This is an optimization exercise on Yosys and OpenROAD, whose aim is small area and a short achievable clock period, not a production implementation.
At most, simulation tests tie the RTL to the original design; equivalence was not proved.
The RTL of run 3 was laid out without a check of its function.
Power figures rest on the tool's default switching activity, not on a simulated workload.

==> flow/design.v <==
module mul_pipe(
	input [15:0] numA59,
	input [15:0] numB59,
	input clk_59,
	input reset_59,
	output reg [15:0] Acc_result_59
);
wire z1 = (numA59 == 16'h0000) | (numB59 == 16'h0000);
wire s1 = numA59[15] ^ numB59[15];
wire [4:0] e1 = numA59[14:10] + numB59[14:10] + 5'd17;
wire [10:0] bb = {1'b1, numB59[9:0]};
wire [4:0] one1, two1, neg1;
genvar gi;
generate for (gi = 0; gi < 5; gi = gi + 1) begin : benc
	wire b0 = (gi == 0) ? 1'b0 : bb[2*gi-1];
	wire b1 = bb[2*gi];
	wire b2 = bb[2*gi+1];
	assign one1[gi] = b1 ^ b0;
	assign two1[gi] = (b2 & ~b1 & ~b0) | (~b2 & b1 & b0);
	assign neg1[gi] = b2 & ~(b1 & b0);
end endgenerate
reg z2, s2; reg [4:0] e2; reg [9:0] ma2; reg [4:0] one2, two2, neg2; reg b9_2;
always @(posedge clk_59) begin
	z2 <= z1; s2 <= s1; e2 <= e1; ma2 <= numA59[9:0];
	one2 <= one1; two2 <= two1; neg2 <= neg1; b9_2 <= numB59[9];
end
wire pp1 = ((one2[0] & ma2[0])) ^ neg2[0];
wire pp2 = ((one2[0] & ma2[1]) | (two2[0] & ma2[0])) ^ neg2[0];
wire pp3 = ((one2[0] & ma2[2]) | (two2[0] & ma2[1])) ^ neg2[0];
wire pp4 = ((one2[0] & ma2[3]) | (two2[0] & ma2[2])) ^ neg2[0];
wire pp5 = ((one2[0] & ma2[4]) | (two2[0] & ma2[3])) ^ neg2[0];
wire pp6 = ((one2[0] & ma2[5]) | (two2[0] & ma2[4])) ^ neg2[0];
wire pp7 = ((one2[0] & ma2[6]) | (two2[0] & ma2[5])) ^ neg2[0];
wire pp8 = ((one2[0] & ma2[7]) | (two2[0] & ma2[6])) ^ neg2[0];
wire pp9 = ((one2[0] & ma2[8]) | (two2[0] & ma2[7])) ^ neg2[0];
wire pp10 = ((one2[0] & ma2[9]) | (two2[0] & ma2[8])) ^ neg2[0];
wire pp11 = (one2[0] | (two2[0] & ma2[9])) ^ neg2[0];
wire pp12 = (two2[0]) ^ neg2[0];
wire pp13 = ((one2[1] & ma2[0])) ^ neg2[1];
wire pp14 = ((one2[1] & ma2[1]) | (two2[1] & ma2[0])) ^ neg2[1];
wire pp15 = ((one2[1] & ma2[2]) | (two2[1] & ma2[1])) ^ neg2[1];
wire pp16 = ((one2[1] & ma2[3]) | (two2[1] & ma2[2])) ^ neg2[1];
wire pp17 = ((one2[1] & ma2[4]) | (two2[1] & ma2[3])) ^ neg2[1];
wire pp18 = ((one2[1] & ma2[5]) | (two2[1] & ma2[4])) ^ neg2[1];
wire pp19 = ((one2[1] & ma2[6]) | (two2[1] & ma2[5])) ^ neg2[1];
wire pp20 = ((one2[1] & ma2[7]) | (two2[1] & ma2[6])) ^ neg2[1];
wire pp21 = ((one2[1] & ma2[8]) | (two2[1] & ma2[7])) ^ neg2[1];
wire pp22 = ((one2[1] & ma2[9]) | (two2[1] & ma2[8])) ^ neg2[1];
wire pp23 = (one2[1] | (two2[1] & ma2[9])) ^ neg2[1];
wire pp24 = (two2[1]) ^ neg2[1];
wire pp25 = ((one2[2] & ma2[0])) ^ neg2[2];
wire pp26 = ((one2[2] & ma2[1]) | (two2[2] & ma2[0])) ^ neg2[2];
wire pp27 = ((one2[2] & ma2[2]) | (two2[2] & ma2[1])) ^ neg2[2];
wire pp28 = ((one2[2] & ma2[3]) | (two2[2] & ma2[2])) ^ neg2[2];
wire pp29 = ((one2[2] & ma2[4]) | (two2[2] & ma2[3])) ^ neg2[2];
wire pp30 = ((one2[2] & ma2[5]) | (two2[2] & ma2[4])) ^ neg2[2];
wire pp31 = ((one2[2] & ma2[6]) | (two2[2] & ma2[5])) ^ neg2[2];
wire pp32 = ((one2[2] & ma2[7]) | (two2[2] & ma2[6])) ^ neg2[2];
wire pp33 = ((one2[2] & ma2[8]) | (two2[2] & ma2[7])) ^ neg2[2];
wire pp34 = ((one2[2] & ma2[9]) | (two2[2] & ma2[8])) ^ neg2[2];
wire pp35 = (one2[2] | (two2[2] & ma2[9])) ^ neg2[2];
wire pp36 = (two2[2]) ^ neg2[2];
wire pp37 = ((one2[3] & ma2[0])) ^ neg2[3];
wire pp38 = ((one2[3] & ma2[1]) | (two2[3] & ma2[0])) ^ neg2[3];
wire pp39 = ((one2[3] & ma2[2]) | (two2[3] & ma2[1])) ^ neg2[3];
wire pp40 = ((one2[3] & ma2[3]) | (two2[3] & ma2[2])) ^ neg2[3];
wire pp41 = ((one2[3] & ma2[4]) | (two2[3] & ma2[3])) ^ neg2[3];
wire pp42 = ((one2[3] & ma2[5]) | (two2[3] & ma2[4])) ^ neg2[3];
wire pp43 = ((one2[3] & ma2[6]) | (two2[3] & ma2[5])) ^ neg2[3];
wire pp44 = ((one2[3] & ma2[7]) | (two2[3] & ma2[6])) ^ neg2[3];
wire pp45 = ((one2[3] & ma2[8]) | (two2[3] & ma2[7])) ^ neg2[3];
wire pp46 = ((one2[3] & ma2[9]) | (two2[3] & ma2[8])) ^ neg2[3];
wire pp47 = (one2[3] | (two2[3] & ma2[9])) ^ neg2[3];
wire pp48 = (two2[3]) ^ neg2[3];
wire pp49 = ((one2[4] & ma2[0])) ^ neg2[4];
wire pp50 = ((one2[4] & ma2[1]) | (two2[4] & ma2[0])) ^ neg2[4];
wire pp51 = ((one2[4] & ma2[2]) | (two2[4] & ma2[1])) ^ neg2[4];
wire pp52 = ((one2[4] & ma2[3]) | (two2[4] & ma2[2])) ^ neg2[4];
wire pp53 = ((one2[4] & ma2[4]) | (two2[4] & ma2[3])) ^ neg2[4];
wire pp54 = ((one2[4] & ma2[5]) | (two2[4] & ma2[4])) ^ neg2[4];
wire pp55 = ((one2[4] & ma2[6]) | (two2[4] & ma2[5])) ^ neg2[4];
wire pp56 = ((one2[4] & ma2[7]) | (two2[4] & ma2[6])) ^ neg2[4];
wire pp57 = ((one2[4] & ma2[8]) | (two2[4] & ma2[7])) ^ neg2[4];
wire pp58 = ((one2[4] & ma2[9]) | (two2[4] & ma2[8])) ^ neg2[4];
wire pp59 = (one2[4] | (two2[4] & ma2[9])) ^ neg2[4];
wire pp60 = (two2[4]) ^ neg2[4];
wire nn61 = ~neg2[0];
wire nn62 = ~neg2[1];
wire nn63 = ~neg2[2];
wire nn64 = ~neg2[3];
wire nn65 = ~neg2[4];
wire pr66 = ~b9_2 & ma2[0];
wire pr67 = b9_2 ? ma2[0] : ma2[1];
wire pr68 = b9_2 ? ma2[1] : ma2[2];
wire pr69 = b9_2 ? ma2[2] : ma2[3];
wire pr70 = b9_2 ? ma2[3] : ma2[4];
wire pr71 = b9_2 ? ma2[4] : ma2[5];
wire pr72 = b9_2 ? ma2[5] : ma2[6];
wire pr73 = b9_2 ? ma2[6] : ma2[7];
wire pr74 = b9_2 ? ma2[7] : ma2[8];
wire pr75 = b9_2 ? ma2[8] : ma2[9];
wire pr76 = b9_2 ? ma2[9] : 1'b1;
wire pr77 = b9_2;
wire s78 = neg2[1] ^ pp3;
wire c79 = neg2[1] & pp3;
wire s80 = pp4 ^ pp14;
wire c81 = pp4 & pp14;
wire s82 = neg2[2] ^ pp5 ^ pp15;
wire c83 = (neg2[2] & pp5) | (neg2[2] & pp15) | (pp5 & pp15);
wire s84 = pp25 ^ c81;
wire c85 = pp25 & c81;
wire s86 = pp6 ^ pp16 ^ pp26;
wire c87 = (pp6 & pp16) | (pp6 & pp26) | (pp16 & pp26);
wire s88 = c83 ^ c85;
wire c89 = c83 & c85;
wire s90 = neg2[3] ^ pp7 ^ pp17;
wire c91 = (neg2[3] & pp7) | (neg2[3] & pp17) | (pp7 & pp17);
wire s92 = pp27 ^ pp37 ^ c87;
wire c93 = (pp27 & pp37) | (pp27 & c87) | (pp37 & c87);
wire s94 = s90 ^ c89;
wire c95 = s90 & c89;
wire s96 = pp8 ^ pp18 ^ pp28;
wire c97 = (pp8 & pp18) | (pp8 & pp28) | (pp18 & pp28);
wire s98 = pp38 ^ c91 ^ s96;
wire c99 = (pp38 & c91) | (pp38 & s96) | (c91 & s96);
wire s100 = neg2[4] ^ pp9 ^ pp19;
wire c101 = (neg2[4] & pp9) | (neg2[4] & pp19) | (pp9 & pp19);
wire s102 = pp29 ^ pp39 ^ pp49;
wire c103 = (pp29 & pp39) | (pp29 & pp49) | (pp39 & pp49);
wire s104 = c97 ^ s100 ^ s102;
wire c105 = (c97 & s100) | (c97 & s102) | (s100 & s102);
wire s106 = pp10 ^ pp20 ^ pp30;
wire c107 = (pp10 & pp20) | (pp10 & pp30) | (pp20 & pp30);
wire s108 = pp40 ^ pp50 ^ c101;
wire c109 = (pp40 & pp50) | (pp40 & c101) | (pp50 & c101);
wire s110 = c103 ^ s106;
wire c111 = c103 & s106;
wire s112 = pr66 ^ pp11 ^ pp21;
wire c113 = (pr66 & pp11) | (pr66 & pp21) | (pp11 & pp21);
wire s114 = pp31 ^ pp41 ^ pp51;
wire c115 = (pp31 & pp41) | (pp31 & pp51) | (pp41 & pp51);
wire s116 = c107 ^ s112 ^ s114;
wire c117 = (c107 & s112) | (c107 & s114) | (s112 & s114);
wire s118 = pr67 ^ pp12 ^ pp22;
wire c119 = (pr67 & pp12) | (pr67 & pp22) | (pp12 & pp22);
wire s120 = pp32 ^ pp42 ^ pp52;
wire c121 = (pp32 & pp42) | (pp32 & pp52) | (pp42 & pp52);
wire s122 = c113 ^ c115 ^ s118;
wire c123 = (c113 & c115) | (c113 & s118) | (c115 & s118);
wire s124 = neg2[0] ^ pr68 ^ pp23;
wire c125 = (neg2[0] & pr68) | (neg2[0] & pp23) | (pr68 & pp23);
wire s126 = pp33 ^ pp43 ^ pp53;
wire c127 = (pp33 & pp43) | (pp33 & pp53) | (pp43 & pp53);
wire s128 = c119 ^ c121 ^ s124;
wire c129 = (c119 & c121) | (c119 & s124) | (c121 & s124);
wire s130 = neg2[0] ^ pr69 ^ pp24;
wire c131 = (neg2[0] & pr69) | (neg2[0] & pp24) | (pr69 & pp24);
wire s132 = pp34 ^ pp44 ^ pp54;
wire c133 = (pp34 & pp44) | (pp34 & pp54) | (pp44 & pp54);
wire s134 = c125 ^ c127 ^ s130;
wire c135 = (c125 & c127) | (c125 & s130) | (c127 & s130);
wire s136 = nn61 ^ nn62 ^ pr70;
wire c137 = (nn61 & nn62) | (nn61 & pr70) | (nn62 & pr70);
wire s138 = pp35 ^ pp45 ^ pp55;
wire c139 = (pp35 & pp45) | (pp35 & pp55) | (pp45 & pp55);
wire s140 = s136 ^ c131 ^ c133;
wire c141 = (s136 & c131) | (s136 & c133) | (c131 & c133);
wire s142 = ~(pr71 ^ pp36);
wire c143 = pr71 | pp36;
wire s144 = pp46 ^ pp56 ^ c137;
wire c145 = (pp46 & pp56) | (pp46 & c137) | (pp56 & c137);
wire s146 = s142 ^ c139;
wire c147 = s142 & c139;
wire s148 = s144 ^ s146;
wire c149 = s144 & s146;
wire s150 = nn63 ^ pr72 ^ pp47;
wire c151 = (nn63 & pr72) | (nn63 & pp47) | (pr72 & pp47);
wire s152 = pp57 ^ c143 ^ s150;
wire c153 = (pp57 & c143) | (pp57 & s150) | (c143 & s150);
wire s154 = c145 ^ c147;
wire c155 = c145 & c147;
wire s156 = ~(pr73 ^ pp48);
wire c157 = pr73 | pp48;
wire s158 = pp58 ^ s156 ^ c151;
wire c159 = (pp58 & s156) | (pp58 & c151) | (s156 & c151);
wire s160 = nn64 ^ pr74 ^ pp59;
wire c161 = (nn64 & pr74) | (nn64 & pp59) | (pr74 & pp59);
wire s162 = c157 ^ s160;
wire c163 = c157 & s160;
wire s164 = ~(pr75 ^ pp60);
wire c165 = pr75 | pp60;
wire s166 = s164 ^ c161;
wire c167 = s164 & c161;
wire s168 = nn65 ^ pr76 ^ c165;
wire c169 = (nn65 & pr76) | (nn65 & c165) | (pr76 & c165);
wire s170 = ~pr77;
wire [5:0] lowsum = {1'b0, s82, c79, pp13, pp2, pp1} + {1'b0, s84, s80, s78, 1'b0, neg2[0]};
reg [43:0] t3; reg z3, s3; reg [4:0] e3;
always @(posedge clk_59) begin
	z3 <= z2; s3 <= s2; e3 <= e2;
	t3 <= {s170, c169, s168, c167, s166, c163, s162, c159, c155, c153, s158, s154, c149, s152, s148, c141, s140, c135, s138, s134, c129, s132, s128, c123, s126, s122, c117, s120, s116, c109, c111, c105, s108, s110, s104, c99, s98, c95, c93, s94, s92, lowsum[5], s88, s86};
end
wire s171 = t3[0] ^ t3[1];
wire c172 = t3[0] & t3[1];
wire s173 = t3[3] ^ t3[4];
wire c174 = t3[3] & t3[4];
wire s175 = t3[5] ^ t3[6] ^ t3[7];
wire c176 = (t3[5] & t3[6]) | (t3[5] & t3[7]) | (t3[6] & t3[7]);
wire s177 = t3[8] ^ t3[9];
wire c178 = t3[8] & t3[9];
wire s179 = t3[10] ^ t3[11] ^ t3[12];
wire c180 = (t3[10] & t3[11]) | (t3[10] & t3[12]) | (t3[11] & t3[12]);
wire s181 = t3[13] ^ t3[14] ^ t3[15];
wire c182 = (t3[13] & t3[14]) | (t3[13] & t3[15]) | (t3[14] & t3[15]);
wire s183 = t3[16] ^ t3[17] ^ t3[18];
wire c184 = (t3[16] & t3[17]) | (t3[16] & t3[18]) | (t3[17] & t3[18]);
wire s185 = t3[19] ^ t3[20] ^ t3[21];
wire c186 = (t3[19] & t3[20]) | (t3[19] & t3[21]) | (t3[20] & t3[21]);
wire s187 = t3[22] ^ t3[23] ^ t3[24];
wire c188 = (t3[22] & t3[23]) | (t3[22] & t3[24]) | (t3[23] & t3[24]);
wire s189 = t3[25] ^ t3[26] ^ t3[27];
wire c190 = (t3[25] & t3[26]) | (t3[25] & t3[27]) | (t3[26] & t3[27]);
wire s191 = t3[28] ^ t3[29];
wire c192 = t3[28] & t3[29];
wire s193 = t3[30] ^ t3[31] ^ t3[32];
wire c194 = (t3[30] & t3[31]) | (t3[30] & t3[32]) | (t3[31] & t3[32]);
wire s195 = t3[33] ^ t3[34] ^ t3[35];
wire c196 = (t3[33] & t3[34]) | (t3[33] & t3[35]) | (t3[34] & t3[35]);
wire s197 = t3[36] ^ t3[37];
wire c198 = t3[36] & t3[37];
wire s199 = t3[38] ^ t3[39];
wire c200 = t3[38] & t3[39];
wire s201 = t3[40] ^ t3[41];
wire c202 = t3[40] & t3[41];
wire s203 = t3[42] ^ t3[43];
wire c204 = t3[42] & t3[43];
wire [14:5] sl3 = {1'b0, c186, c184, c182, c180, c178, c176, c174, c172, t3[2]} + {1'b0, s187, s185, s183, s181, s179, s177, s175, s173, s171};
wire [21:14] xh3 = {c202, c200, c198, c196, c194, c192, c190, c188};
wire [21:14] yh3 = {s203, s201, s199, s197, s195, s193, s191, s189};
reg [13:10] pl4; reg cs4; reg [21:14] g4, p4; reg z4, s4; reg [4:0] e4;
always @(posedge clk_59) begin
	z4 <= z3; s4 <= s3; e4 <= e3; pl4 <= sl3[13:10]; cs4 <= sl3[14];
	g4 <= xh3 & yh3; p4 <= xh3 ^ yh3;
end
wire kg0_1 = g4[15] | (p4[15] & g4[14]);
wire kp0_1 = p4[15] & p4[14];
wire kg0_2 = g4[16] | (p4[16] & g4[15]);
wire kp0_2 = p4[16] & p4[15];
wire kg0_3 = g4[17] | (p4[17] & g4[16]);
wire kp0_3 = p4[17] & p4[16];
wire kg0_4 = g4[18] | (p4[18] & g4[17]);
wire kp0_4 = p4[18] & p4[17];
wire kg0_5 = g4[19] | (p4[19] & g4[18]);
wire kp0_5 = p4[19] & p4[18];
wire kg0_6 = g4[20] | (p4[20] & g4[19]);
wire kp0_6 = p4[20] & p4[19];
wire kg0_7 = g4[21] | (p4[21] & g4[20]);
wire kp0_7 = p4[21] & p4[20];
wire kg1_2 = kg0_2 | (kp0_2 & g4[14]);
wire kp1_2 = kp0_2 & p4[14];
wire kg1_3 = kg0_3 | (kp0_3 & kg0_1);
wire kp1_3 = kp0_3 & kp0_1;
wire kg1_4 = kg0_4 | (kp0_4 & kg0_2);
wire kp1_4 = kp0_4 & kp0_2;
wire kg1_5 = kg0_5 | (kp0_5 & kg0_3);
wire kp1_5 = kp0_5 & kp0_3;
wire kg1_6 = kg0_6 | (kp0_6 & kg0_4);
wire kp1_6 = kp0_6 & kp0_4;
wire kg1_7 = kg0_7 | (kp0_7 & kg0_5);
wire kp1_7 = kp0_7 & kp0_5;
wire kg2_4 = kg1_4 | (kp1_4 & g4[14]);
wire kp2_4 = kp1_4 & p4[14];
wire kg2_5 = kg1_5 | (kp1_5 & kg0_1);
wire kp2_5 = kp1_5 & kp0_1;
wire kg2_6 = kg1_6 | (kp1_6 & kg1_2);
wire kp2_6 = kp1_6 & kp1_2;
wire kg2_7 = kg1_7 | (kp1_7 & kg1_3);
wire kp2_7 = kp1_7 & kp1_3;
wire hc0 = g4[14] | (p4[14] & cs4);
wire hc1 = kg0_1 | (kp0_1 & cs4);
wire hc2 = kg1_2 | (kp1_2 & cs4);
wire hc3 = kg1_3 | (kp1_3 & cs4);
wire hc4 = kg2_4 | (kp2_4 & cs4);
wire hc5 = kg2_5 | (kp2_5 & cs4);
wire hc6 = kg2_6 | (kp2_6 & cs4);
wire hc7 = kg2_7 | (kp2_7 & cs4);
wire [21:14] ph4 = {p4[21] ^ hc6, p4[20] ^ hc5, p4[19] ^ hc4, p4[18] ^ hc3, p4[17] ^ hc2, p4[16] ^ hc1, p4[15] ^ hc0, p4[14] ^ cs4};
wire [21:10] q4 = {ph4, pl4};
wire [9:0] m4 = q4[21] ? q4[20:11] : q4[19:10];
wire [4:0] e4p = e4 + 5'd1;
wire [4:0] x4 = q4[21] ? e4p : e4;
always @(posedge clk_59) begin
	Acc_result_59 <= z4 ? 16'h0000 : {s4, x4, m4};
end
endmodule
==> flow/flow/run.sh <==
#!/bin/bash
# Standard ORFS layout, with plain buffers (instead of the default delay-style
# buffer) on the input and output ports.
set -euo pipefail
export BUFFER_PORTS_ARGS="-buffer_cell sky130_fd_sc_hd__buf_1"
bash standard.sh synth > synth.log 2>&1
bash standard.sh > layout.log 2>&1
==> flow/standard.sh <==
#!/bin/bash
# synth_recipe.tcl (not shown) runs the flow's synth.tcl, then flattens the netlist and writes it again
# the make line also repeats each setting of config.mk as NAME=value (left out here)
make -C /OpenROAD-flow-scripts/flow DESIGN_CONFIG=/design/flow/config.mk WORK_HOME=/design/flow/orfs CLKGATE_MAP_FILE= SYNTH_SCRIPT=/design/flow/synth_recipe.tcl "${@:-finish}"
==> flow/config.mk <==
export PLATFORM = sky130hd
export DESIGN_NAME = mul_pipe
export DESIGN_NICKNAME = mul_pipe
export VERILOG_FILES = /design/flow/design.v
export SDC_FILE = /design/flow/constraint.sdc
export NUM_CORES = 4
export LEC_CHECK = 0
export CAP_MARGIN = 20
export CORE_MARGIN = 2
export CORE_UTILIZATION = 60
export CTS_BUF_LIST = sky130_fd_sc_hd__clkbuf_4 sky130_fd_sc_hd__clkbuf_8
export CTS_CLUSTER_DIAMETER = 60
export CTS_CLUSTER_SIZE = 30
export SETUP_SLACK_MARGIN = 3.2
export SLEW_MARGIN = 20
==> flow/constraint.sdc <==
create_clock -name core_clock -period 5.0 [get_ports {clk_59}]
set_input_delay 1.0000 -clock core_clock [delete_from_list [all_inputs] [get_ports {clk_59}]]
set_output_delay 1.0000 -clock core_clock [all_outputs]
set_load 0.01 [all_outputs]
==> impl_metrics.sql, run 1 <==
INSERT INTO impl_metrics (metric_group, metric, value, unit) VALUES
('grt', 'antenna_found_initial', '0', ''),
('sta', 'timing.fmax', '488', 'MHz'),
('routing', 'antenna_left', '0', ''),
('grt', 'grt.overflow.total', '0', ''),
('grt', 'vias_in_the_first_global_route', '4546', ''),
('cts', 'clock_insertion_delay_worst_skew', '430', 'ps'),
('floorplan', 'fp-row-count', '37', ''),
('critical_path', 'cp_data_arrival_time', '2350', 'ps'),
('cts', 'clock_tree_from_tritoncts', 'built', ''),
('cells_and_area', 'layout-drive-gt1-share', '0.416', ''),
('cts', 'cts-htree-levels', '4', ''),
('floorplan', 'core_area', '10200', 'um2'),
('critical_path', 'critPathCaptureType', 'flop', ''),
('critical_path', 'worst-r2r-cell-count', '6', ''),
('floorplan', 'vert_die_dim', '106', 'um'),
('sta', 'slew_viol_final', '0', ''),
('floorplan', 'die-width', '106', 'um'),
('place', 'dp_hpwl', '8640', 'um'),
('yosys', 'synth_cell_type_count', '41', ''),
('place', 'place_congestion', '0.884', ''),
('cells_and_area', 'net_count_reported_at_finish', '793', ''),
('cts', 'buffers_from_clock_root_to_sink_at_most', '2', ''),
('routing', 'vias_per_cell', '5.73', ''),
('pwr', 'power.density', '543', 'nW/um2'),
('place', 'place.detailed.instances', '715', ''),
('sta', 'post-route-period-util', '0.410', ''),
('floorplan', 'die_area', '11200', 'um2'),
('sta', 'worstMarginPinSlew', '715', 'ps'),
('grt', 'grt_pass1_wl', '21700', 'um'),
('place', 'io_buffers', '48', ''),
('flow_run', 'drv.max_cap_violation_count', '0', ''),
('yosys', 'yosys_register_bits', '127', ''),
('cells_and_area', 'mostFrequentLayoutCell', 'dfxtp_1', ''),
('sta', 'setup_viol_count_final', '0', ''),
('place', 'detailedPlace.worstSlack', '2530', 'ps'),
('sta', 'layout_setup_ws', '2950', 'ps'),
('yosys', 'primary_ff_master_synth', 'dfxtp_1', ''),
('cells_and_area', 'final_cell_mix', 'dfxtp_1, buf_4, xnor2_1', ''),
('yosys', 'synth_enable_flop_cells', '0', ''),
('yosys', 'yosysWarningCount', '1', ''),
('hold_path', 'holdCritPathClass', 'flop to flop', ''),
('critical_path', 'cp.required', '5300', 'ps'),
('floorplan', 'initial_utilization', '0.611', ''),
('cts', 'clkTransAtPathRegs', '70', 'ps'),
('outcome', 'run_status', 'complete, no violations', ''),
('routing', 'drc', '0', ''),
('sta', 'timing.max_slew.rel_slack', '0.523', ''),
('cts', 'tritoncts.num_buffers', '17', ''),
('sta', 'rsz0062_at_grt', 'yes', ''),
('sta', 'finalSetupTns', '0', 'ps'),
('yosys', 'postSynthNetCount', '692', ''),
('sta', 'timing.final.hold_violations', '0', ''),
('routing', 'detailedRoute.firstIterationViolations', '291', ''),
('critical_path', 'crit_path_start_kind', 'flop', ''),
('routing', 'drt-wirelength-per-cell', '18.9', 'um'),
('critical_path', 'criticalPathCategory', 'flop to flop', ''),
('floorplan', 'ioPinCount', '50', ''),
('sta', 'timing.clock.skew', '11.1', 'ps'),
('cells_and_area', 'area_growth_syn_to_layout', '34.2', '%'),
('cts', 'clock-sinks', '127', ''),
('routing', 'dr.pass1.iters', '6', ''),
('grt', 'maximum_number_of_pins_on_one_net_before_global_route_repair', '18', ''),
('yosys', 'netlist_area_before_placement', '6230', 'um2'),
('cells_and_area', 'layout.cells.non_filler', '812', ''),
('pwr', 'leakagePower', '3.42', 'nW'),
('routing', 'num_vias', '4654', ''),
('routing', 'drt_wl_total', '15400', 'um'),
('critical_path', 'crit_path_max_fanout', '7', ''),
('grt', 'grt_usage', '0.252', ''),
('sta', 'period_needed', '2050', 'ps'),
('cts', 'ctsRootBufferMaster', 'clkbuf_8', ''),
('hold_path', 'whs_path_depth', '0', ''),
('pwr', 'vdd_ir_max', '0.000356', 'V'),
('yosys', 'post_synth.cell_area_avg', '11.0', 'um2'),
('yosys', 'post_synth_inst_count', '564', ''),
('yosys', 'postSynth.asyncResetShare', '0', ''),
('yosys', 'seq_area_frac_synth', '0.408', ''),
('cells_and_area', 'antenna_cells_inserted', '0', '');
## final timing paths
kind	to	startpoint	slack [ps]
setup / recovery	t3[7]	ma2[5]	2950
hold / removal	e4[2]	e3[2]	330
setup reg to reg	t3[7]	ma2[5]	2950
hold reg to reg	e4[2]	e3[2]	330
## repair_timing
action | CTS | global route
setup endpoints to repair | 72 | 65
hold endpoints to repair | 0 | 0
pin swaps | 31 | 65
resized for setup | 117 | 94
cloned | 0 | 0
setup buffers | 35 | 32
hold buffers | 0 | 0
## power by group
group / switching [mW] / leakage (nW) / internal (mW)
Sequential: 0.216 / 1.08 / 1.38
Clock: 0.391 / 0.195 / 0.504
Combinational: 1.02 / 2.15 / 1.02
Total: 1.63 / 3.42 / 2.91
## stage by stage
stage	instance area [um2]	power [mW]	util	hold WS, ps
final	8360	4.54	0.821	329
after global placement	6630	3.09	0.651	312
after floorplan	6580	2.79	-	310
after detailed placement	6630	3.17	0.651	313
after CTS	7690	4.32	0.755	329
after global routing	8360	4.86	0.821	331
## synth_stat cells (3+ instances only)
cell / count / area [um2]
xor2_1: 11 / 96.3
nor3_1: 3 / 15.0
fa_1: 42 / 841
nand2_1: 10 / 37.5
clkbuf_1: 28 / 105
nand3b_1: 4 / 30.0
mux2_2: 5 / 56.3
nand2b_1: 5 / 31.3
mux2i_1: 5 / 50.1
o21ai_0: 19 / 95.1
nor2b_1: 9 / 56.3
xnor2_1: 60 / 526
nand3_1: 12 / 60.1
nor2_1: 10 / 37.5
a21o_1: 6 / 45.0
o211ai_1: 3 / 22.5
a21oi_1: 27 / 135
or4_1: 3 / 22.5
inv_1: 39 / 146
ha_1: 52 / 651
nor4_1: 9 / 56.3
dfxtp_1: 127 / 2540
a211oi_1: 4 / 30.0
a22oi_1: 45 / 338
nand4_1: 3 / 18.8
## final cells by class
class,count,area [um2]
multi-input cells,365,4130
repair buffers,115,850
flip-flops and latches,127,2650
clock inverters,10,140
fillers,549,1830
inverters,39,154
well taps,136,170
clock buffers,20,256
## critical path, cell delays in order, from the launching register on
cell	delay, ps
dfxtp_4	390
buf_4	190
a22oi_2	240
xnor2_2	160
fa_1	410
inv_1	100
fa_2	430
## sequential cells by signal (all words and copies together) (netlist names)
name and count:
e2 5, one2 5, s3 1, z2 1, b9_2 1, s4 1, Acc_result_59 16, ma2 10
two2 5, p4 8, pl4 4, t3 44, e3 5, cs4 1, z4 1, z3 1
s2 1, neg2 5, e4 5, g4 7
## cell families after synthesis
group                      Yosys count  synth area share
DFF                                127             0.408
AOI/OAI and AO/OA                  119             0.130
adders and majority gates           94             0.240
buffers and inverters               72            0.0440
xor gates and xnor gates            71            0.0999
and+or+nand+nor                     71            0.0617
muxes                               10            0.0171
## routing by layer
| metal | global-route usage | vias up | wire (um) |
|---|---|---|---|
| met5 | 0 | - | 0 |
| met4 | 0.102 | 0 | 537 |
| met3 | 0.0538 | 50 | 924 |
| met2 | 0.429 | 218 | 7580 |
| met1 | 0.312 | 2235 | 6330 |
| li1 | - | 2151 | - |
==> run 2, diff against run 1 <==
--- a/flow/config.mk
+++ b/flow/config.mk
@@ -13,3 +13,4 @@
 export CTS_CLUSTER_SIZE = 30
 export SETUP_SLACK_MARGIN = 3.2
 export SLEW_MARGIN = 20
+export TNS_END_PERCENT = 0
==> impl_metrics.sql, run 2 <==
INSERT INTO impl_metrics (metric_group, metric, value, unit) VALUES
('sta', 'timing.fmax', '506', 'MHz'),
('critical_path', 'crit_path_max_fanout', '4', ''),
('sta', 'worstMarginPinSlew', '596', 'ps'),
('cells_and_area', 'antenna_cells_inserted', '0', ''),
('cells_and_area', 'largest_register_ff_count', '44', ''),
('place', 'io_buffers', '48', ''),
('critical_path', 'timing.critical_path.cells', 'fa_1 -> ha_4 -> and3_4 -> a21oi_4 -> o211ai_1 -> a211oi_1 -> a21oi_1', ''),
('sta', 'setup_viol_count_final', '0', ''),
('sta', 'period_needed', '1980', 'ps'),
('sta', 'post-route-period-util', '0.395', ''),
('flow_run', 'drv.max_cap_violation_count', '0', ''),
('yosys', 'synth_adder_area_share', '0.240', ''),
('sta', 'slew_viol_final', '0', ''),
('routing', 'drt_wl_total', '12000', 'um'),
('grt', 'grt_usage', '0.235', ''),
('critical_path', 'cp_data_arrival_time', '2300', 'ps'),
('pwr', 'power.density', '590', 'nW/um2'),
('yosys', 'yosys_register_bits', '127', ''),
('sta', 'timing.final.hold_violations', '0', ''),
('routing', 'dr.pass1.iters', '5', ''),
('pwr', 'leakagePower', '2.95', 'nW'),
('floorplan', 'fp-row-count', '37', ''),
('floorplan', 'die_area', '11200', 'um2'),
('routing', 'drt-wirelength-per-cell', '15.8', 'um'),
('cells_and_area', 'largest_register_by_flop_count', 't3', ''),
('yosys', 'synth_simple_gate_area_share', '0.0617', ''),
('yosys', 'postSynthNetCount', '692', ''),
('floorplan', 'ioPinCount', '50', ''),
('cells_and_area', 'layout.cells.non_filler', '759', ''),
('cells_and_area', 'final_area', '7150', 'um2'),
('yosys', 'synth.area.top_cells', 'dfxtp_1, fa_1, ha_1', ''),
('grt', 'antenna_found_initial', '0', ''),
('grt', 'grt.overflow.total', '0', ''),
('yosys', 'largest_family_of_logic_cells_by_synthesized_area', 'adder cells', ''),
('sta', 'timing.max_slew.rel_slack', '0.601', ''),
('yosys', 'post_synth.cell_area_avg', '11.0', 'um2'),
('floorplan', 'core_area', '10200', 'um2'),
('yosys', 'seq_area_frac_synth', '0.408', ''),
('sta', 'worst_hold_slack', '328', 'ps'),
('hold_path', 'holdCritPathClass', 'flop to flop', ''),
('cells_and_area', 'post-route-util', '0.702', ''),
('yosys', 'most_frequent_cell_after_synthesis', 'dfxtp_1', ''),
('sta', 'timing.clock.skew', '10.1', 'ps'),
('cts', 'cts-htree-levels', '4', ''),
('sta', 'rsz0062_at_grt', 'yes', ''),
('yosys', 'synth_xor_xnor_area_share', '0.0999', ''),
('cts', 'clock-sinks', '127', ''),
('critical_path', 'cp_slowest_stage_delay', '590', 'ps'),
('critical_path', 'critPathCaptureType', 'flop', ''),
('critical_path', 'cp.required', '5320', 'ps'),
('outcome', 'run_status', 'complete, no violations', ''),
('cts', 'ctsRootBufferMaster', 'clkbuf_8', ''),
('floorplan', 'die-width', '106', 'um'),
('yosys', 'cell_accounting_for_the_most_synthesized_area', 'dfxtp_1', ''),
('critical_path', 'criticalPathCategory', 'flop to flop', ''),
('cells_and_area', 'net_count_reported_at_finish', '738', ''),
('cells_and_area', 'final_cell_mix', 'dfxtp_1, xnor2_1, ha_1, buf_1, a22oi_1', ''),
('floorplan', 'vert_die_dim', '106', 'um'),
('cells_and_area', 'largest_registers', 't3 x44, Acc_result_59 x16, ma2 x10', ''),
('cts', 'clock_insertion_delay_worst_skew', '430', 'ps'),
('routing', 'detailedRoute.firstIterationViolations', '269', ''),
('floorplan', 'initial_utilization', '0.611', ''),
('cts', 'buffers_from_clock_root_to_sink_at_most', '2', ''),
('critical_path', 'crit_path_start_kind', 'flop', ''),
('sta', 'finalSetupTns', '0', 'ps'),
('routing', 'drc', '0', ''),
('yosys', 'synth.area.mux_share', '0.0171', ''),
('yosys', 'synth_top_cells_by_count', 'dfxtp_1, xnor2_1, ha_1, a22oi_1, fa_1', ''),
('yosys', 'postSynth.asyncResetShare', '0', ''),
('cts', 'clkTransAtPathRegs', '80', 'ps'),
('cts', 'clock_tree_from_tritoncts', 'built', ''),
('yosys', 'synth_cell_type_count', '41', ''),
('routing', 'antenna_left', '0', ''),
('cells_and_area', 'fill_cells', '781', ''),
('place', 'dp_hpwl', '8740', 'um'),
('yosys', 'yosysWarningCount', '1', ''),
('grt', 'grt_pass1_wl', '20200', 'um'),
('routing', 'vias_per_cell', '5.46', ''),
('grt', 'maximum_number_of_pins_on_one_net_before_global_route_repair', '18', ''),
('pwr', 'vdd_ir_max', '0.000254', 'V'),
('place', 'place.detailed.instances', '716', ''),
('routing', 'num_vias', '4145', ''),
('cells_and_area', 'mostFrequentLayoutCell', 'dfxtp_1', ''),
('critical_path', 'cpMaxStageDelayCell', 'fa_1', ''),
('yosys', 'synthDominantCellAreaShare', '0.408', ''),
('yosys', 'synth_enable_flop_cells', '0', ''),
('cts', 'tritoncts.num_buffers', '17', ''),
('cells_and_area', 'area_growth_syn_to_layout', '14.8', '%'),
('yosys', 'primary_ff_master_synth', 'dfxtp_1', ''),
('place', 'detailed_place.area', '6500', 'um2'),
('yosys', 'post_synth_inst_count', '564', ''),
('grt', 'vias_in_the_first_global_route', '4200', ''),
('yosys', 'netlist_area_before_placement', '6230', 'um2'),
('place', 'place_congestion', '0.852', ''),
('cells_and_area', 'layout-drive-gt1-share', '0.157', ''),
('yosys', 'synth-compound-area-share', '0.130', '');
[run 2: cell count changes in the layout (fill, tap and decap cells not counted), moves of 12 or more]
cell	delta
a22oi_2	-33
dfxtp_4	-15
buf_2	-14
fa_1	+20
buf_1	+16
xnor2_1	+19
buf_4	-33
fa_2	-20
ha_1	+12
a22oi_1	+33
xnor2_2	-19
buf_6	-15
[run 2: area by class of cell]
cell class | count | area (um2) | share of cell area
clock buffers | 17 | 234 | 0.0327
clock inverters | 15 | 201 | 0.0282
inverters | 39 | 154 | 0.0215
multi-input cells | 365 | 3520 | 0.492
flip-flops and latches | 127 | 2600 | 0.364
well taps | 136 | 170 | 0.0238
repair buffers | 60 | 270 | 0.0378
[run 2: logic make-up (layout without fill, tap and decap cells)]
group / Yosys count / in the layout
flip-flops: 127 / 127
AO/OA/AOI/OAI: 119 / 119
adder cells (fa/ha/maj): 94 / 94
buffers and inverters: 72 / 131
XOR/XNOR: 71 / 71
AND/OR/NAND/NOR: 71 / 71
multiplexers: 10 / 10
[run 2: critical path, delay by kind of cell (launching register included)]
kind | cells | cell delay, ps
AO/OA/AOI/OAI | 4 | 560
flip-flops | 1 | 320
AND/OR/NAND/NOR | 1 | 170
adder cells (fa/ha/maj) | 2 | 820
[run 2: stage by stage]
step,power [mW],worst slack (ps)
finish,4.22,3020
CTS,4.22,3040
global route,4.57,2950
floorplan,2.72,3000
global placement,3.05,2560
detailed placement,3.12,2530
[run 2: power by group]
group,switching [mW],internal (mW)
combinational,0.877,0.795
clock,0.449,0.512
sequential,0.213,1.37
[run 2: path summary, 6_finish.rpt]
path	start	end	slack (ps)	cells past startpoint
max	t3[15]	pl4[12]	3020	7
min	z3	z4	330	0
max reg2reg	t3[15]	pl4[12]	3020	7
min reg2reg	z3	z4	330	0
[run 2: layer usage]
metal	share of wire	global-route usage
met3	0.052	0.0600
met1	0.46	0.305
met5	0	0
met2	0.47	0.386
met4	0.017	0.0724
[run 2: what timing repair did]
item,CTS,global route
pin swaps,6,1
gates resized for setup,45,6
setup endpoints to repair,73,64
setup buffers,10,1
hold buffers,0,0
==> run 3, diff against run 2 <==
--- a/flow/design.v
+++ b/flow/design.v
@@ -17,7 +17,7 @@
 	wire b2 = bb[2*gi+1];
 	assign one1[gi] = b1 ^ b0;
 	assign two1[gi] = (b2 & ~b1 & ~b0) | (~b2 & b1 & b0);
-	assign neg1[gi] = b2 & ~(b1 & b0);
+	assign neg1[gi] = b2;   
 end endgenerate
 reg z2, s2; reg [4:0] e2; reg [9:0] ma2; reg [4:0] one2, two2, neg2; reg b9_2;
 always @(posedge clk_59) begin
==> impl_metrics.sql, run 3 <==
INSERT INTO impl_metrics (metric_group, metric, value, unit) VALUES
('cts', 'cts-htree-levels', '4', ''),
('routing', 'detailedRoute.firstIterationViolations', '164', ''),
('routing', 'drc', '0', ''),
('routing', 'antenna_left', '0', ''),
('critical_path', 'cp_slowest_stage_delay', '590', 'ps'),
('sta', 'timing.final.hold_violations', '0', ''),
('place', 'place.detailed.instances', '701', ''),
('pwr', 'p_sw_frac', '0.354', ''),
('floorplan', 'fp-row-count', '36', ''),
('cts', 'buffers_from_clock_root_to_sink_at_most', '2', ''),
('cells_and_area', 'multiInputGateArea', '3450', 'um2'),
('pwr', 'power.density', '611', 'nW/um2'),
('pwr', 'clock_power_share', '0.227', ''),
('sta', 'setup_viol_count_final', '0', ''),
('floorplan', 'die-width', '105', 'um'),
('cts', 'tritoncts.num_buffers', '17', ''),
('floorplan', 'vert_die_dim', '105', 'um'),
('cts', 'ctsRootBufferMaster', 'clkbuf_8', ''),
('flow_run', 'drv.max_cap_violation_count', '0', ''),
('cells_and_area', 'final_cell_mix', 'dfxtp_1, xnor2_1, buf_1', ''),
('yosys', 'synth_top_cells_by_count', 'dfxtp_1, xnor2_1, ha_1, a22oi_1, fa_1', ''),
('floorplan', 'die_area', '11100', 'um2'),
('place', 'io_buffers', '48', ''),
('place', 'dp_hpwl', '8560', 'um'),
('cts', 'clock_tree_from_tritoncts', 'built', ''),
('yosys', 'synth_enable_flop_cells', '0', ''),
('yosys', 'synth_cell_type_count', '46', ''),
('yosys', 'synthDominantCellAreaShare', '0.411', ''),
('cells_and_area', 'fill_cells', '754', ''),
('critical_path', 'crit_path_start_kind', 'flop', ''),
('pwr', 'vdd_ir_max', '0.000297', 'V'),
('grt', 'maximum_number_of_pins_on_one_net_before_global_route_repair', '20', ''),
('grt', 'grt_usage', '0.230', ''),
('cells_and_area', 'largest_registers', 't3 x44, Acc_result_59 x16, ma2 x10', ''),
('hold_path', 'hp-start', 'e2[2]', ''),
('pwr', 'power.net_switching', '1.51', 'mW'),
('cells_and_area', 'antenna_cells_inserted', '0', ''),
('routing', 'vias_per_cell', '5.51', ''),
('routing', 'num_vias', '4064', ''),
('critical_path', 'r2r_start', 't3[13]', ''),
('yosys', 'most_frequent_cell_after_synthesis', 'dfxtp_1', ''),
('cells_and_area', 'mostFrequentLayoutCell', 'dfxtp_1', ''),
('pwr', 'share_seq_of_total_power', '0.365', ''),
('cts', 'clock-sinks', '126', ''),
('grt', 'antenna_found_initial', '0', ''),
('sta', 'timing.clock.skew', '12.7', 'ps'),
('sta', 'rsz0062_at_grt', 'yes', ''),
('cells_and_area', 'largest_register_by_flop_count', 't3', ''),
('sta', 'period_needed', '2070', 'ps'),
('pwr', 'leakagePower', '2.88', 'nW'),
('critical_path', 'criticalPathCategory', 'flop to flop', ''),
('grt', 'vias_in_the_first_global_route', '4113', ''),
('yosys', 'post_synth_inst_count', '550', ''),
('critical_path', 'critPathCaptureType', 'flop', ''),
('sta', 'finalSetupTns', '0', 'ps'),
('routing', 'drt-wirelength-per-cell', '15.8', 'um'),
('yosys', 'synth.area.top_cells', 'dfxtp_1, fa_1, ha_1', ''),
('pwr', 'combinationalPowerShare', '0.408', ''),
('floorplan', 'ioPinCount', '50', ''),
('critical_path', 'timing.critical_path.cells', 'fa_1 -> ha_4 -> a21o_1 -> a21oi_2 -> nand2_1 -> or2_4 -> a31o_4', ''),
('sta', 'worstMarginPinSlew', '727', 'ps'),
('yosys', 'postSynthNetCount', '673', ''),
('cells_and_area', 'layout-drive-gt1-share', '0.140', ''),
('hold_path', 'holdCritPathClass', 'flop to flop', ''),
('cells_and_area', 'ff_latch_area', '2560', 'um2'),
('floorplan', 'initial_utilization', '0.623', ''),
('sta', 'slew_viol_final', '0', ''),
('grt', 'grt_pass1_wl', '19700', 'um'),
('critical_path', 'cpMaxStageDelayCell', 'fa_1', ''),
('yosys', 'post_synth.cell_area_avg', '11.2', 'um2'),
('yosys', 'primary_ff_master_synth', 'dfxtp_1', ''),
('critical_path', 'timing.critical_path.buf_inv', '0', ''),
('yosys', 'cell_accounting_for_the_most_synthesized_area', 'dfxtp_1', ''),
('cells_and_area', 'net_count_reported_at_finish', '715', ''),
('cells_and_area', 'layout.cells.non_filler', '738', ''),
('pwr', 'cellInternalPower', '2.75', 'mW'),
('floorplan', 'core_area', '9860', 'um2'),
('yosys', 'yosys_register_bits', '126', ''),
('cells_and_area', 'largest_register_ff_count', '44', ''),
('cells_and_area', 'area_growth_syn_to_layout', '13.7', '%'),
('sta', 'timing.fmax', '483', 'MHz'),
('critical_path', 'worst_setup_path_startpoint', 't3[13]', ''),
('critical_path', 'cp.required', '5330', 'ps'),
('yosys', 'netlist_area_before_placement', '6140', 'um2'),
('yosys', 'postSynth.asyncResetShare', '0', ''),
('yosys', 'seq_area_frac_synth', '0.411', ''),
('sta', 'post-route-period-util', '0.414', ''),
('sta', 'timing.max_slew.rel_slack', '0.512', ''),
('routing', 'drt_wl_total', '11700', 'um'),
('yosys', 'yosysWarningCount', '1', ''),
('cts', 'clock_insertion_delay_worst_skew', '430', 'ps'),
('critical_path', 'crit_path_max_fanout', '4', ''),
('critical_path', 'cp_top_family', 'adder cells', ''),
('grt', 'grt.overflow.total', '0', ''),
('outcome', 'run_status', 'complete, no violations', ''),
('routing', 'dr.pass1.iters', '5', ''),
('place', 'place_congestion', '0.901', ''),
('critical_path', 'cp_data_arrival_time', '2400', 'ps'),
('cts', 'clkTransAtPathRegs', '70', 'ps');
run 3: cell types whose count changed after synthesis, sizes merged, moves of 4 or more:
cell,previous run,this run
inv,39,32
ha,52,48
xnor2,60,64
a21oi,27,22
a21o,6,10
run 3: logic make-up (layout without fill, tap and decap cells):
logic type / count (synthesis) / in the layout / synth area share
adder cells (fa/ha/maj): 89 / 89 / 0.231
flip-flops: 126 / 126 / 0.411
AND/OR/NAND/NOR: 67 / 67 / 0.0605
XOR/XNOR: 78 / 78 / 0.111
AO/OA/AOI/OAI: 114 / 114 / 0.125
multiplexers: 12 / 12 / 0.0210
buffers and inverters: 64 / 119 / 0.0397
run 3: repair_timing:
item                       in CTS  in global routing
gates resized for setup        25                  7
hold buffers                    0                  0
pin swaps                       0                  8
hold endpoints to repair        0                  0
buffers inserted                3                  2
setup endpoints to repair      71                 72
run 3: per-stage QoR:
stage / area [um2] / hold WS (ps) / setup slack, ps / utilization / power (mW)
6_report: 6980 / 329 / 2930 / 0.708 / 4.26
5_1_grt: 6980 / 336 / 2850 / 0.708 / 4.62
4_1_cts: 6940 / 330 / 2900 / 0.704 / 4.20
3_5_place_dp: 6440 / 312 / 2520 / 0.653 / 3.19
3_3_place_gp: 6440 / 311 / 2580 / 0.653 / 3.12
2_1_floorplan: 6220 / 310 / 3000 / - / 2.77
run 3: worst paths after layout:
| check | end | slack (ps) | cells after the start |
|---|---|---|---|
| max reg2reg | cs4 | 2930 | 7 |
| min reg2reg | e3[2] | 330 | 0 |
| max | cs4 | 2930 | 7 |
| min | e3[2] | 330 | 0 |
run 3: area by class of cell:
type                       instances  area share
tap                              133      0.0238
sequential                       126       0.366
clock inverter                    15      0.0299
inverter                          32      0.0172
multi-input combinational        360       0.495
clock buffer                      17      0.0335
timing repair buffer              55      0.0344
run 3: power by group through the flow:
stage	combinational, mW	sequential, mW	clock, mW
finish	1.74	1.56	0.966
floorplan	1.24	1.53	0
detailed placement	1.61	1.58	0
global placement	1.55	1.57	0
global route	1.99	1.60	1.04
CTS	1.65	1.56	0.987
run 3: layer usage:
metal,part of all wire,GRT usage,vias to the layer above
met3,0.054,0.0649,14
li1,-,-,1985
met1,0.46,0.296,1953
met2,0.48,0.378,112
met5,0,0,-
met4,0.012,0.0676,0
run 3: worst register-to-register path, cell delays in order (launching register included):
cell and delay (ps):
dfxtp_2 320, fa_1 590, ha_4 230, a21o_1 180
a21oi_2 110, nand2_1 70, or2_4 270, a31o_4 210

==> what the ideal ports hide <==
The flow's constraints put no driver on any port. The routed layouts listed below were extracted and timed again, unchanged, in two steps.
Step 1 (the two cells are an assumption about what drives the block):
set clk [get_ports {clk_59}]
set_driving_cell -lib_cell sky130_fd_sc_hd__clkbuf_16 $clk
set_driving_cell -lib_cell sky130_fd_sc_hd__buf_2 [delete_from_list [all_inputs] $clk]
Step 2 adds t to the input delays and takes it off the output delays; t is the mean of the earliest and latest rising clock arrival at the registers after step 1. Input paths then give back, and output paths get back, about the clock's delay inside the block.
Three values: ideal, step 1, step 2; two values: the first two.
run	t, ns	setup WS [ns]	worst register clock-pin slew, ns	worst data-port slew with drivers (ns)	pins driven straight from the clock port
run 1	0.459	2.952 / 2.952 / 2.807	0.08 / 0.08	0.03	1
run 2	0.463	3.023 / 3.023 / 2.772	0.08 / 0.08	0.03	1
run 3	0.461	2.928 / 2.928 / 2.768	0.08 / 0.08	0.04	1
After both steps setup and hold are still met in every run listed. For run 2, which loses most, drivers alone change the setup slack by 0.000 ns; drivers and shift together by -0.251 ns.
